Context: an optimization exercise on an open-source flow, tuned for small area, a short achievable clock period and few clock cycles. The choices shown serve that exercise and are no tape-out recipe. Function was not checked in any run shown here: the RTL went through the layout flow alone.

==> flow/design.v (outline; a module is shown in full before it is edited, if it fits) <==
// module fp_booth_enc: 18 lines
// module fp_cpa48: 10 lines
// module fp_mult: 22 lines
// module booth_mul: 717 lines
// module fp_fa: 4 lines
// module fp_ha: 4 lines
// module fp_add_exp: 28 lines
// module fp_add_exp_cases: 43 lines
// module fp_add_exp_cases_fast: 47 lines
// module fp_pick4: 12 lines
// module fp_add_exp_ser: 14 lines
// module fp_norm: 7 lines
// module fp_mcmp: 33 lines
// module fp_add_order: 31 lines
// module fp_shift_coarse: 18 lines
// module fp_shift_fill: 11 lines
// module fp_shift_fine: 10 lines
// module fp_add25: 12 lines
// module fp_add25cc: 12 lines
// module fp_skl: 34 lines
// module fp_add_finish: 18 lines
// module fp_add2: 45 lines
// module fp_add2_dist: 11 lines
// module fp_shift25: 19 lines
// module fp_pack: 9 lines
// module matrix_vector_mul_fp: 79 lines
module matrix_vector_mul_fp #(
    parameter int M = 2,
    parameter int N = 4
)(
    input  logic              clk,
    input  logic              rst,
    input  logic              start,
    input  logic [M*N*32-1:0] matrix,
    input  logic [N*32-1:0]   vector,
    output logic [M*32-1:0]   result,
    output logic              done
);
  // ...
==> flow/flow/run.sh <==
#!/bin/bash
# The standard layout with two changes to synthesis and to timing repair:
# synthesis runs flow/synth.tcl (the standard flow's script, with ABC mapping by
# flow/abc_map.script, which does no buffering or sizing), and timing repair
# aims for 15 ns of setup slack, with buf_4 cells as the port buffers.
# make's output goes to synth.log and layout.log, each step's tool output
# to the ORFS logs under orfs/logs.
set -e
export FLOW_ABC_SCRIPT=$PWD/flow/abc_map.script
bash standard.sh SYNTH_SCRIPT=$PWD/flow/synth.tcl synth > synth.log 2>&1
bash standard.sh SETUP_SLACK_MARGIN=15 BUFFER_PORTS_ARGS="-buffer_cell sky130_fd_sc_hd__buf_4" finish > layout.log 2>&1
==> flow/flow/abc_map.script <==
&get -n
&st
&dch
&nf
&st
&syn2
&if -g -K 6
&synch2
&nf
&st
&syn2
&if -g -K 6
&synch2
&nf
&st
&syn2
&if -g -K 6
&synch2
&nf
&st
&syn2
&if -g -K 6
&synch2
&nf
&st
&syn2
&if -g -K 6
&synch2
&nf
&put
topo
stime -c
==> flow/flow/synth.tcl <==
# The standard flow's synthesis script (synth_recipe.tcl) with one change: ABC maps with
# flow/abc_map.script, which leaves out the buffering and sizing steps of
# the standard ABC script (the resizer does those after placement).
proc synth {args} { yosys synth -nofsm -noshare {*}$args }
proc abc {args} {
  set i [lsearch -exact $args -script]
  if { $i >= 0 } {
    lset args [expr {$i + 1}] $::env(FLOW_ABC_SCRIPT)
  }
  yosys abc {*}$args
}
source $::env(SCRIPTS_DIR)/synth.tcl
# left out here: clear keep_hierarchy, flatten, clean up, hide names made inside functions, write 1_2_yosys.v
==> flow/standard.sh <==
#!/bin/bash
# synth_recipe.tcl (not shown) runs the flow's synth.tcl, then flattens the netlist and writes it again
# the make line also repeats each setting of config.mk as NAME=value (left out here)
make -C /OpenROAD-flow-scripts/flow DESIGN_CONFIG=/design/flow/config.mk WORK_HOME=/design/flow/orfs CLKGATE_MAP_FILE= SYNTH_SCRIPT=/design/flow/synth_recipe.tcl "${@:-finish}"
==> flow/config.mk <==
export PLATFORM = sky130hd
export DESIGN_NAME = matrix_vector_mul_fp
export DESIGN_NICKNAME = matrix_vector_mul_fp
export VERILOG_FILES = /design/flow/design.v
export SDC_FILE = /design/flow/constraint.sdc
export NUM_CORES = 8
export LEC_CHECK = 0
export CAP_MARGIN = 20
export CORE_MARGIN = 2
export CORE_UTILIZATION = 40
export SLEW_MARGIN = 20
export SYNTH_HIERARCHICAL = 1
==> flow/constraint.sdc <==
create_clock -name core_clock -period 30.0 [get_ports {clk}]
set_input_delay 6.0000 -clock core_clock [delete_from_list [all_inputs] [get_ports {clk}]]
set_output_delay 6.0000 -clock core_clock [all_outputs]
set_load 0.01 [all_outputs]
==> impl_metrics.csv, run 1 <==
group,metric,value,unit
run_status,run_status,"finished clean",
die,starting_density_of_the_core,0.4020,
place,place.gp.congestion,0.9459,
setup_path,path_max_fanout,48,
setup_path,maximum_cell_stage_delay_along_the_critical_path,0.58,ns
clock_tree,clk_root_buffer_cell,"sky130_fd_sc_hd__clkbuf_16",
setup_path,cp_num_buf_inv,5,
clock_tree,number_of_sinks_on_the_clock_net,241,
setup_path,most_common_cell_on_crit_path,"sky130_fd_sc_hd__fa_1",
setup_path,cp-startpoint,"vector[81]",
setup_path,crit_type,"primary input to register",
place,placement.cell_area,0.1689,mm^2
layout,flow.area_growth_from_synthesis,6.961,%
die,rows,234,
place,port_buffers,451,
clock_tree,cts_resized,274,
setup_path,crit_end,"ROW[0].q_sh[1][0]",
layout,n_antenna_cell,24,
drt,drt.antenna.violating_nets,0,
layout,layout.cells.most_common,"sky130_fd_sc_hd__xnor2_1",
layout,largest_registers,"ROW.q_big: 96 flops, ROW.q_sh: 96 flops, ROW.q_em: 32 flops",
drt,vias_per_cell,6.312,
clock_tree,cts_inserted_buffers,26,
global_routing,met3_usage,0.05268,
layout,post_route_cells_drive_above_1_share,0.09542,
sta,max_freq,67.65,MHz
layout,n_all_inverters,707,
global_routing,grt_max_degree,63,
==> module fp_add_order, before the edit <==
module fp_add_order (
    input  logic        sa,
    input  logic [7:0]  ea,
    input  logic [24:0] pa,
    input  logic        sb,
    input  logic [7:0]  eb,
    input  logic [24:0] pb,
    output logic        sbig,
    output logic        sub,
    output logic        eqsub,
    output logic [23:0] big,
    output logic [23:0] sh,
    output logic [7:0]  emax
);
    logic [23:0] ma, mb, sml, shc;
    logic        gt, eq, dz;
    logic [4:0]  d;
    fp_norm u_na (.e(ea), .p(pa), .m(ma));
    fp_norm u_nb (.e(eb), .p(pb), .m(mb));
    fp_add_exp u_exp (
        .ba(ea), .ca(pa[24]), .bb(eb), .cb(pb[24]),
        .gt(gt), .eq(eq), .d(d), .dz(dz), .emax(emax)
    );
    assign sub   = sa ^ sb;
    assign eqsub = eq & sub;
    assign big   = gt ? ma : mb;
    assign sml   = gt ? mb : ma;
    assign sbig  = gt ? sa : sb;
    fp_shift_coarse u_shc (.m(sml), .sub(sub), .d(d[4:3]), .dz(dz), .y(shc));
    fp_shift_fine   u_shf (.m(shc), .sub(sub), .d(d[2:0]), .y(sh));
endmodule
==> module fp_skl, before the edit <==
module fp_skl #(
    parameter int W = 8
)(
    input  logic [W-1:0] g,
    input  logic [W-1:0] p,
    output logic [W-1:0] G,
    output logic [W-1:0] P
);
    localparam int L = $clog2(W);
    wire gl [(L+1)*W];
    wire pl [(L+1)*W];
    genvar l, i;
    generate
        for (i = 0; i < W; i++) begin: IN
            assign gl[i] = g[i];
            assign pl[i] = p[i];
        end
        for (l = 0; l < L; l++) begin: LV
            for (i = 0; i < W; i++) begin: B
                if (((i >> l) & 1) == 1) begin: C
                    assign gl[(l+1)*W+i] = gl[l*W+i] | (pl[l*W+i] & gl[l*W+((i >> l) << l)-1]);
                    assign pl[(l+1)*W+i] = pl[l*W+i] & pl[l*W+((i >> l) << l)-1];
                end else begin: T
                    assign gl[(l+1)*W+i] = gl[l*W+i];
                    assign pl[(l+1)*W+i] = pl[l*W+i];
                end
            end
        end
        for (i = 0; i < W; i++) begin: OUT
            assign G[i] = gl[L*W+i];
            assign P[i] = pl[L*W+i];
        end
    endgenerate
endmodule
==> module fp_add_finish, before the edit <==
module fp_add_finish (
    input  logic [23:0] big,
    input  logic [23:0] sh,
    input  logic        sub,
    input  logic        eqsub,
    input  logic        sa,
    input  logic        sbig,
    output logic        sign,
    output logic [24:0] s
);
    logic [24:0] s0, s1;
    logic        mgt, neg;
    fp_add25cc u_add (.a({1'b0, big}), .b({sub, sh}), .s0(s0), .s1(s1));
    fp_mcmp u_cmp (.ma(~sh), .mb(big), .gt(mgt));
    assign neg  = eqsub & mgt;
    assign s    = neg ? ~s0 : (sub ? s1 : s0);
    assign sign = neg ? sa : sbig;
endmodule
==> module matrix_vector_mul_fp, before the edit <==
module matrix_vector_mul_fp #(
    parameter int M = 2,
    parameter int N = 4
)(
    input  logic              clk,
    input  logic              rst,
    input  logic              start,
    input  logic [M*N*32-1:0] matrix,
    input  logic [N*32-1:0]   vector,
    output logic [M*32-1:0]   result,
    output logic              done
);
    genvar i, j;
    logic [12:0] bo [N], bt [N], bn [N];
    logic        bz [N];
    generate
        for (j = 0; j < N; j++) begin: ENC
            fp_booth_enc u_enc (
                .b({vector[j*32+23 +: 8] != 8'd0, vector[j*32 +: 23]}),
                .bo(bo[j]), .bt(bt[j]), .bn(bn[j]), .bz(bz[j])
            );
        end
    endgenerate
    generate
        for (i = 0; i < M; i++) begin: ROW
            logic        ps [N];
            logic [7:0]  pe [N];      
            logic [24:0] pp [N];      
            for (j = 0; j < N; j++) begin: COL
                fp_mult u_mul (
                    .a(matrix[(i*N+j)*32 +: 32]),
                    .eb(vector[j*32+23 +: 8]), .sb(vector[j*32+31]),
                    .bo(bo[j]), .bt(bt[j]), .bn(bn[j]), .bz(bz[j]),
                    .sign(ps[j]), .ebase(pe[j]), .p(pp[j])
                );
            end
            logic        o_sbig [2], o_sub [2], o_eqs [2];
            logic [23:0] o_big [2], o_sh [2];
            logic [7:0]  o_em [2];
            logic        q_sbig [2], q_sub [2], q_eqs [2], q_sa [2];
            logic [23:0] q_big [2], q_sh [2];
            logic [7:0]  q_em [2];
            for (j = 0; j < 2; j++) begin: A1
                fp_add_order u_ord (
                    .sa(ps[2*j]), .ea(pe[2*j]), .pa(pp[2*j]),
                    .sb(ps[2*j+1]), .eb(pe[2*j+1]), .pb(pp[2*j+1]),
                    .sbig(o_sbig[j]), .sub(o_sub[j]), .eqsub(o_eqs[j]), .big(o_big[j]), .sh(o_sh[j]),
                    .emax(o_em[j])
                );
                always_ff @(posedge clk) begin
                    q_sbig[j] <= o_sbig[j];
                    q_sub[j]  <= o_sub[j];
                    q_eqs[j]  <= o_eqs[j];
                    q_sa[j]   <= ps[2*j];
                    q_big[j]  <= o_big[j];
                    q_sh[j]   <= o_sh[j];
                    q_em[j]   <= o_em[j];
                end
            end
            logic        s1s [2];
            logic [24:0] s1 [2];
            for (j = 0; j < 2; j++) begin: F1
                fp_add_finish u_fin (
                    .big(q_big[j]), .sh(q_sh[j]), .sub(q_sub[j]), .eqsub(q_eqs[j]),
                    .sa(q_sa[j]), .sbig(q_sbig[j]), .sign(s1s[j]), .s(s1[j])
                );
            end
            fp_add2 u_add2 (
                .sa(s1s[0]), .ea(q_em[0]), .pa(s1[0]),
                .sb(s1s[1]), .eb(q_em[1]), .pb(s1[1]),
                .y(result[i*32 +: 32])
            );
        end
    endgenerate
    always_ff @(posedge clk or posedge rst) begin
        if (rst) done <= 1'b0;
        else     done <= start;
    end
endmodule
==> inputs of run 2 (changes only) <==
--- a/flow/design.v
+++ b/flow/design.v
@@ -903,20 +903,6 @@
 );
     assign y = s[1] ? (s[0] ? v3 : v2) : (s[0] ? v1 : v0);
 endmodule
-module fp_add_exp_ser (
-    input  logic [7:0] ba, input logic ca, input logic [7:0] bb, input logic cb,
-    output logic gt, output logic eq, output logic [4:0] d, output logic dz, output logic [7:0] emax);
-    logic [7:0] ea, eb; logic [8:0] dab, dba;
-    assign ea = ba + {7'd0, ca};
-    assign eb = bb + {7'd0, cb};
-    assign dab = {1'b0, ea} - {1'b0, eb};
-    assign dba = {1'b0, eb} - {1'b0, ea};
-    assign gt = dba[8];
-    assign eq = (ea == eb);
-    assign d  = dba[8] ? dab[4:0] : dba[4:0];
-    assign dz = dba[8] ? (dab[7:0] >= 8'd24) : (dba[7:0] >= 8'd24);
-    assign emax = dba[8] ? ea : eb;
-endmodule
 module fp_norm (
     input  logic [7:0]  e,
     input  logic [24:0] p,
@@ -964,9 +950,9 @@
     input  logic        sb,
     input  logic [7:0]  eb,
     input  logic [24:0] pb,
-    output logic        sbig,
+    output logic        sign,
     output logic        sub,
-    output logic        eqsub,
+    output logic        neg,
     output logic [23:0] big,
     output logic [23:0] sh,
     output logic [7:0]  emax
@@ -980,11 +966,13 @@
         .ba(ea), .ca(pa[24]), .bb(eb), .cb(pb[24]),
         .gt(gt), .eq(eq), .d(d), .dz(dz), .emax(emax)
     );
+    logic mgt;
+    fp_mcmp u_cmp (.ma(ma), .mb(mb), .gt(mgt));
     assign sub   = sa ^ sb;
-    assign eqsub = eq & sub;
+    assign neg   = eq & sub & mgt;
     assign big   = gt ? ma : mb;
     assign sml   = gt ? mb : ma;
-    assign sbig  = gt ? sa : sb;
+    assign sign  = (gt | neg) ? sa : sb;
     fp_shift_coarse u_shc (.m(sml), .sub(sub), .d(d[4:3]), .dz(dz), .y(shc));
     fp_shift_fine   u_shf (.m(shc), .sub(sub), .d(d[2:0]), .y(sh));
 endmodule
@@ -1006,17 +994,6 @@
         if (dz) y = {24{sub}};
     end
 endmodule
-module fp_shift_fill (
-    input  logic [23:0] m,
-    input  logic        f,
-    input  logic [4:0]  d,
-    input  logic        dz,
-    output logic [23:0] y
-);
-    logic [47:0] x;
-    assign x = {{24{f}}, m} >> d;
-    assign y = dz ? {24{f}} : x[23:0];
-endmodule
 module fp_shift_fine (
     input  logic [23:0] m,
     input  logic        sub,
@@ -1059,7 +1036,7 @@
     output logic [W-1:0] G,
     output logic [W-1:0] P
 );
-    localparam int L = $clog2(W);
+    localparam int L = (W > 32) ? 6 : (W > 16) ? 5 : (W > 8) ? 4 : (W > 4) ? 3 : (W > 2) ? 2 : 1;
     wire gl [(L+1)*W];
     wire pl [(L+1)*W];
     genvar l, i;
@@ -1089,19 +1066,12 @@
     input  logic [23:0] big,
     input  logic [23:0] sh,
     input  logic        sub,
-    input  logic        eqsub,
-    input  logic        sa,
-    input  logic        sbig,
-    output logic        sign,
+    input  logic        neg,
     output logic [24:0] s
 );
     logic [24:0] s0, s1;
-    logic        mgt, neg;
     fp_add25cc u_add (.a({1'b0, big}), .b({sub, sh}), .s0(s0), .s1(s1));
-    fp_mcmp u_cmp (.ma(~sh), .mb(big), .gt(mgt));
-    assign neg  = eqsub & mgt;
-    assign s    = neg ? ~s0 : (sub ? s1 : s0);
-    assign sign = neg ? sa : sbig;
+    assign s = neg ? ~s0 : (sub ? s1 : s0);
 endmodule
 module fp_add2 (
     input  logic        sa,
@@ -1223,40 +1193,37 @@
                     .sign(ps[j]), .ebase(pe[j]), .p(pp[j])
                 );
             end
-            logic        o_sbig [2], o_sub [2], o_eqs [2];
+            logic        o_sign [2], o_sub [2], o_neg [2];
             logic [23:0] o_big [2], o_sh [2];
             logic [7:0]  o_em [2];
-            logic        q_sbig [2], q_sub [2], q_eqs [2], q_sa [2];
+            logic        q_sign [2], q_sub [2], q_neg [2];
             logic [23:0] q_big [2], q_sh [2];
             logic [7:0]  q_em [2];
             for (j = 0; j < 2; j++) begin: A1
                 fp_add_order u_ord (
                     .sa(ps[2*j]), .ea(pe[2*j]), .pa(pp[2*j]),
                     .sb(ps[2*j+1]), .eb(pe[2*j+1]), .pb(pp[2*j+1]),
-                    .sbig(o_sbig[j]), .sub(o_sub[j]), .eqsub(o_eqs[j]), .big(o_big[j]), .sh(o_sh[j]),
+                    .sign(o_sign[j]), .sub(o_sub[j]), .neg(o_neg[j]), .big(o_big[j]), .sh(o_sh[j]),
                     .emax(o_em[j])
                 );
                 always_ff @(posedge clk) begin
-                    q_sbig[j] <= o_sbig[j];
+                    q_sign[j] <= o_sign[j];
                     q_sub[j]  <= o_sub[j];
-                    q_eqs[j]  <= o_eqs[j];
-                    q_sa[j]   <= ps[2*j];
+                    q_neg[j]  <= o_neg[j];
                     q_big[j]  <= o_big[j];
                     q_sh[j]   <= o_sh[j];
                     q_em[j]   <= o_em[j];
                 end
             end
-            logic        s1s [2];
             logic [24:0] s1 [2];
             for (j = 0; j < 2; j++) begin: F1
                 fp_add_finish u_fin (
-                    .big(q_big[j]), .sh(q_sh[j]), .sub(q_sub[j]), .eqsub(q_eqs[j]),
-                    .sa(q_sa[j]), .sbig(q_sbig[j]), .sign(s1s[j]), .s(s1[j])
+                    .big(q_big[j]), .sh(q_sh[j]), .sub(q_sub[j]), .neg(q_neg[j]), .s(s1[j])
                 );
             end
             fp_add2 u_add2 (
-                .sa(s1s[0]), .ea(q_em[0]), .pa(s1[0]),
-                .sb(s1s[1]), .eb(q_em[1]), .pb(s1[1]),
+                .sa(q_sign[0]), .ea(q_em[0]), .pa(s1[0]),
+                .sb(q_sign[1]), .eb(q_em[1]), .pb(s1[1]),
                 .y(result[i*32 +: 32])
             );
         end
==> flow/flow/run.sh (replaced) <==
#!/bin/bash
# The standard layout with two changes to synthesis and to timing repair:
# synthesis runs flow/synth.tcl (the standard flow's script, with ABC mapping by
# flow/abc_map.script, which does no buffering or sizing), and timing repair
# aims for 15.25 ns of setup slack, with buf_2 cells as the port buffers.
# make's output goes to synth.log and layout.log, each step's tool output
# to the ORFS logs under orfs/logs.
set -e
export FLOW_ABC_SCRIPT=$PWD/flow/abc_map.script
bash standard.sh SYNTH_SCRIPT=$PWD/flow/synth.tcl synth > synth.log 2>&1
bash standard.sh SETUP_SLACK_MARGIN=15.25 BUFFER_PORTS_ARGS="-buffer_cell sky130_fd_sc_hd__buf_2" finish > layout.log 2>&1
--- a/flow/config.mk
+++ b/flow/config.mk
@@ -7,6 +7,6 @@
 export LEC_CHECK = 0
 export CAP_MARGIN = 20
 export CORE_MARGIN = 2
-export CORE_UTILIZATION = 40
+export CORE_UTILIZATION = 50
 export SLEW_MARGIN = 20
 export SYNTH_HIERARCHICAL = 1
==> run 2 against run 1 <==
Compared with the run above:
- first-iteration DRC count decreased by 0.70%
- routed wire length decreased by 0.77%
- global-route usage increased by 6.7 points
==> impl_metrics.csv, run 2 <==
group,metric,value,unit
synthesis,synthesis.yosys.warnings,63,
min_path,hp-class,"primary input to async pin",
drt,drt.antenna.violating_nets,0,
die,rows,209,
layout,layout.cells.most_common,"sky130_fd_sc_hd__xnor2_1",
sta,hold_violations,0,
clock_tree,cts.clk_slew.worst_paths,0.07,ns
setup_path,startpoint_type,"primary input",
clock_tree,total_of_hold_buffers_inserted_after_clock_tree_synthesis,0,
setup_path,crit_arrival,15.07,ns
layout,num-fill-cells,29920,
clock_tree,number_of_sinks_on_the_clock_net,237,
setup_path,worst_ep_required_time,30.49,ns
setup_path,cp_num_buf_inv,5,
flow_run,cap_violations,0,
clock_tree,clock_tree_from_tritoncts,"yes",
layout,final_net_count,20410,
place,placement.cell_area,0.1661,mm^2
synthesis,syn_area,0.1630,mm^2
die,boundaryPins,452,
sta,share_of_the_cycle_needed_by_the_critical_path_after_routing,0.4859,
layout,flow.area_growth_from_synthesis,7.009,%
global_routing,number_of_antenna_violations_at_the_first_check_in_global_routing,46,
sta,final-max-slew-violation-count,0,
synthesis,synthesis.nets,20660,
place,hpwlAfterDp,381.3,mm
setup_path,crit_path_top_delay_cell,"sky130_fd_sc_hd__xor2_1",
drt,routed_wire_length_per_instance,27.96,um
sta,final.setup.worst_slack,15.42,ns
layout,largest_registers,"ROW.q_big: 96 flops, ROW.q_sh: 96 flops, ROW.q_em: 32 flops",
clock_tree,cts.htree.levels,1,
drt,routed_wl,590.1,mm
global_routing,grt_pass1_vias,140900,
drt,drt_iter0_drc,15100,
layout,design_area,0.1744,mm^2
die,area_of_the_core,0.3243,mm^2
drt,drcViolationCount,0,
sta,slew_headroom,0.1561,
drt,detailedRoute.firstPassIterationCount,15,
global_routing,grt_max_degree,56,
setup_path,crit_type,"primary input to register",
sta,worst_tran_pin_value,1.262,ns
setup_path,maximum_cell_stage_delay_along_the_critical_path,0.81,ns
layout,layout.cells.most_common_list,"sky130_fd_sc_hd__xnor2_1, sky130_fd_sc_hd__a22oi_1, sky130_fd_sc_hd__fa_1, sky130_fd_sc_hd__ha_1, sky130_fd_sc_hd__nand2_1",
die,starting_density_of_the_core,0.5026,
clock_tree,cts_inserted_buffers,29,
sta,grt_setup_unrepaired,"false",
place,place_ws,12.44,ns
global_routing,gr-total-overflow,0,
die,die_area,0.3306,mm^2
place,port_buffers,451,
place,numPlacedInstances,20760,
drt,via_count,139600,
drt,vias_per_cell,6.614,
synthesis,post_synth.cell_area_avg,9.597,um^2
layout,post_route_cells_drive_above_1_share,0.1025,
sta,fin_hold_ws,5.195,ns
setup_path,crit_family,"compound AO/OA/AOI/OAI gates",
global_routing,gr-usage-all-layers,0.3399,
run_status,run_status,"finished clean",
layout,post_layout_nonfiller_instances,21110,
setup_path,setup.worst_path.end_class,"register",
synthesis,synth_cells,16980,
die,fp.dieH,574.9,um
clock_tree,clk_root_buffer_cell,"sky130_fd_sc_hd__clkbuf_16",
die,die_w,574.9,um
sta,layout_min_cycle_time,14.58,ns
global_routing,grt_pass1_wl,879.8,mm
setup_path,path_max_fanout,25,
sta,max_freq,68.60,MHz
layout,utilization,0.5379,
place,place.gp.congestion,0.9367,
clock_tree,max-clock-path-buffers,3,
sta,final_report_setup_violation_count,0,
sta,timing.setup.tns,0,ns
==> run 2: layout make-up <==
type / instances / area [um^2] / share of cell area
diodes: 23 / 57.56 / 0.0003300
repair buffers: 985 / 10190 / 0.05845
clock buffers: 34 / 784.5 / 0.004498
well taps: 4325 / 5411 / 0.03103
clock inverters: 19 / 203.9 / 0.001169
multi-input cells: 14880 / 150700 / 0.8643
flip-flops and latches: 237 / 4750 / 0.02723
inverters: 603 / 2267 / 0.01300
==> run 2: what timing repair did <==
action / in CTS / in global routing
buffers inserted: 79 / 80
pin swaps: 40 / 64
gates cloned: 53 / 60
resized for setup: 385 / 293
endpoints found under the setup margin: 294 / 159
==> run 2: layer usage <==
layer | share of wire | routed length (um) | global-route usage | vias up
met5 | 0.00046 | 273 | 0.0002869 | -
met1 | 0.39 | 233100 | 0.4495 | 69350
met3 | 0.10 | 60190 | 0.06050 | 1739
li1 | - | - | - | 60290
met2 | 0.45 | 267400 | 0.5491 | 8182
met4 | 0.050 | 29250 | 0.1371 | 42
==> run 2: worst max-delay path by stage <==
stage | startpoint | endpoint | depth (start not counted)
floorplan | vector[36] | ROW[0].q_sh[0][0] | 29
finish | vector[47] | ROW[0].q_sign[0] | 33
CTS | vector[75] | ROW[0].q_sh[1][0] | 30
global route | vector[39] | ROW[1].q_sh[0][1] | 33
detailed placement | vector[13] | ROW[0].q_sh[0][1] | 30
global placement | vector[13] | ROW[0].q_sh[0][0] | 30

==> static timing again, ports no longer ideal <==
How much do the figures lean on ideal ports? The routed layouts below were timed once more, with nothing changed but the port constraints. Step 1 sets driving cells, clkbuf_16 on the clock port and buf_2 on the other inputs (assumed; they add their load-dependent delay and slew). Step 2, shift: input delay + t, output delay - t, t = (earliest + latest rising clock arrival at the registers) / 2. This alone moves slack from input paths to output paths. Three values: ideal ports, drivers, drivers and shift; two values: the first two.
| run | t (ns) | setup slack, ns | worst setup path after step 2 | worst data-port slew with drivers (ns) |
|---|---|---|---|---|
| run 1 | 0.700 | 15.219 / 15.166 / 14.466 | input to register | 0.26 |
| run 2 | 0.686 | 15.422 / 15.290 / 14.603 | input to register | 0.39 |
After both steps setup and hold are still met in every run listed. The setup slack of run 2, which loses most, moves by -0.132 ns with the drivers and by -0.819 ns with both steps.
